This design comes from an exercise in tuning for small area on the open sky130 flow, not from production work.
Only simulation tests tie the RTL to the original design; equivalence was not proved.
Power is estimated from default activity; no workload was simulated.

Setup of JK:
// calc
module calc(clk, rst, validIn, dataIn, dataOut);
input clk, rst, validIn;
input  [15:0] dataIn;
output [15:0] dataOut;
reg [1:0] state;
reg [15:0] num1;
reg [15:0] dataOut;
wire inA = ~state[1] & ~state[0];
wire inB = state[0];
wire inC = state[1];
wire opAdd = dataOut[0];
wire isOp  = (dataIn[15:2] == 14'd0);
wire isInc  = isOp & dataIn[1] & dataIn[0];
wire selN   = (inB & ~(validIn & isInc)) | (inC & ~validIn);
wire selX   = inA | (inC & validIn & ~opAdd);
wire selOne = validIn & ((inC & opAdd) | (inB & isInc));
wire [15:0] mb;
assign mb[0] = (selN & num1[0]) | (selX & dataIn[0]) | selOne;
genvar gj;
generate for (gj = 1; gj < 16; gj = gj + 1) begin : g_mb
    ao22 u_mb (.a(selN), .b(num1[gj]), .c(selX), .d(dataIn[gj]), .y(mb[gj]));
end endgenerate
wire injHi = inC & opAdd;
wire injLo = inB | (inC & opAdd);
wire [15:0] prodN;
    wire pp_0_0;
    nd2 u_pp_0_0 (.a(num1[0]), .b(mb[0]), .y(pp_0_0));
    wire pp_1_0;
    nd2 u_pp_1_0 (.a(num1[1]), .b(mb[0]), .y(pp_1_0));
    wire pp_2_0;
    nd2 u_pp_2_0 (.a(num1[2]), .b(mb[0]), .y(pp_2_0));
    wire pp_3_0;
    nd2 u_pp_3_0 (.a(num1[3]), .b(mb[0]), .y(pp_3_0));
  ...
export LEC_CHECK = 0
export CAP_MARGIN = 0
export CORE_MARGIN = 2
export CORE_UTILIZATION = 55
export CTS_BUF_LIST = sky130_fd_sc_hd__clkbuf_4
export GPL_TIMING_DRIVEN = 0
export SLEW_MARGIN = 0
export SYNTH_HIERARCHICAL = 1
create_clock -name core_clock -period 8.0 [get_ports {clk}]
standard.sh (not shown) runs the stock make flow with config.mk's settings and CLKGATE_MAP_FILE= SYNTH_SCRIPT=/design/flow/synth_recipe.tcl, a recipe that flattens the netlist after the stock synthesis.
==> flow/flow/run.sh <==
#!/bin/bash
# Layout flow: the standard layout (standard.sh) with two changes:
# - the port buffers that global placement puts on every input and output
#   port are made from the smallest buffer cell (the resizer still upsizes
#   any that needs more drive);
# - clock tree synthesis adds no dummy loads (they only balance the leaf
#   buffers' loads and take area).
# Every tool's output goes to standard.log here, and ORFS's own logs.
export BUFFER_PORTS_ARGS="-buffer_cell sky130_fd_sc_hd__buf_1"
export CTS_ARGS="-sink_clustering_enable -repair_clock_nets -buf_list sky130_fd_sc_hd__clkbuf_4 -dont_use_dummy_load"
bash standard.sh finish > standard.log 2>&1
> inputs changed (JK -> MS)
Settings: changing CORE_UTILIZATION from 55 to 40; removing GPL_TIMING_DRIVEN (formerly 0); changing CTS_BUF_LIST from sky130_fd_sc_hd__clkbuf_4 to sky130_fd_sc_hd__clkbuf_8.
==> flow/flow/run.sh <==
#!/bin/bash
# Layout flow: the standard layout (standard.sh) with these changes:
# - the port buffers that global placement puts on every input and output
#   port are made from the smallest buffer cell (the resizer still upsizes
#   any that needs more drive);
# - clock tree synthesis adds no dummy loads (they only balance the leaf
#   buffers' loads and take area);
# - after global routing, ORFS's power recovery (repair_timing
#   -recover_power) downsizes gates on paths that have slack to spare.
# Every tool's output goes to standard.log here, and ORFS's own logs.
export BUFFER_PORTS_ARGS="-buffer_cell sky130_fd_sc_hd__buf_1"
export CTS_ARGS="-sink_clustering_enable -repair_clock_nets -buf_list sky130_fd_sc_hd__clkbuf_8 -dont_use_dummy_load"
export RECOVER_POWER=100
bash standard.sh finish > standard.log 2>&1
Results
- On MS: wire length of the first global-routing pass is about 3.7% higher than what JK gave.
- Post-route cell area, MS and JK, lower one = JK.
- Changes observed in MS relative to JK: synthesized area held; wire length went up 390 µm.
- Cmp MS and JK / layout-stage area growth over the synthesis result / lower: JK
- Number of violations of the max-capacitance limit for MS: 1 up relative to JK
- Layout checks on MS: not met. Flow itself completed; violations: max-capacitance violations, max-slew violations.
- MS ends up with lower total power than JK does.
- Via count in MS is 49 higher than in JK
- MS does better than JK on post-layout worst setup margin.
--- input diff MS..AL ---
Settings: CTS_BUF_LIST changed from sky130_fd_sc_hd__clkbuf_8 to sky130_fd_sc_hd__clkbuf_16; GPL_TIMING_DRIVEN newly set to 0.
==> flow/flow/run.sh <==
#!/bin/bash
# Layout flow: the standard layout (standard.sh) with two changes:
# - the port buffers that global placement puts on every input and output
#   port are made from the smallest buffer cell (the resizer still upsizes
#   any that needs more drive);
# - clock tree synthesis adds no dummy loads (they only balance the leaf
#   buffers' loads and take area).
# Every tool's output goes to standard.log here, and ORFS's own logs.
export BUFFER_PORTS_ARGS="-buffer_cell sky130_fd_sc_hd__buf_1"
export CTS_ARGS="-sink_clustering_enable -repair_clock_nets -buf_list sky130_fd_sc_hd__clkbuf_16 -dont_use_dummy_load"
bash standard.sh finish > standard.log 2>&1
Notes after the runs:
- Per the final summary, AL finished and its layout is clean on timing, DRC and antenna.
- The lower slew at the pin closest to its max-slew limit came out of AL.
- Worst hold slack (lower): AL
- Compared with MS, AL shows a lower global-route usage over all layers.
- As of AL, internal power of the cells had risen by a few percent compared to MS.
For TR, these inputs were changed with respect to AL:
Settings: changing CORE_UTILIZATION from 40 to 55; changing CTS_BUF_LIST from sky130_fd_sc_hd__clkbuf_16 to sky130_fd_sc_hd__clkbuf_8.
--- a/flow/flow/run.sh
+++ b/flow/flow/run.sh
@@ -9,3 +9,3 @@
 export BUFFER_PORTS_ARGS="-buffer_cell sky130_fd_sc_hd__buf_1"
-export CTS_ARGS="-sink_clustering_enable -repair_clock_nets -buf_list sky130_fd_sc_hd__clkbuf_16 -dont_use_dummy_load"
+export CTS_ARGS="-sink_clustering_enable -repair_clock_nets -buf_list sky130_fd_sc_hd__clkbuf_8 -dont_use_dummy_load"
 bash standard.sh finish > standard.log 2>&1
[summary]
Max global-route usage across AL and TR: TR
Against AL, TR comes in 79 µm² lower on post-layout instance area.
The higher post-layout net count of AL and TR is in TR.

## static timing again, ports no longer ideal
No port has a modelled driver above. Below, the same layouts with a new extraction and two added sets of constraints.
Step 1 sets driving cells, clkbuf_16 on the clock port and buf_2 on the other inputs (assumed; they add their load-dependent delay and slew).
Step 2 moves the port delays by t, midway between the first and last clock arrival at a register: inputs arrive t later, outputs are due t later. That takes back most of the time a late clock gives input paths.
a / b / c = ideal / step 1 / step 2; a / b = the first two.
| run | shift t [ns] | slack for setup (ns) | worst register clock-pin slew, ns |
|---|---|---|---|
| JK | 0.356 | 0.215 / 0.222 / -0.134 | 0.13 / 0.13 |
| MS | 0.325 | 0.243 / 0.256 / -0.069 | 0.09 / 0.09 |
| AL | 0.315 | 0.272 / 0.287 / -0.027 | 0.06 / 0.06 |
| TR | 0.305 | 0.237 / 0.241 / -0.064 | 0.07 / 0.07 |
For JK, which loses most, drivers alone change the setup slack by +0.007 ns; drivers and shift together by -0.349 ns.
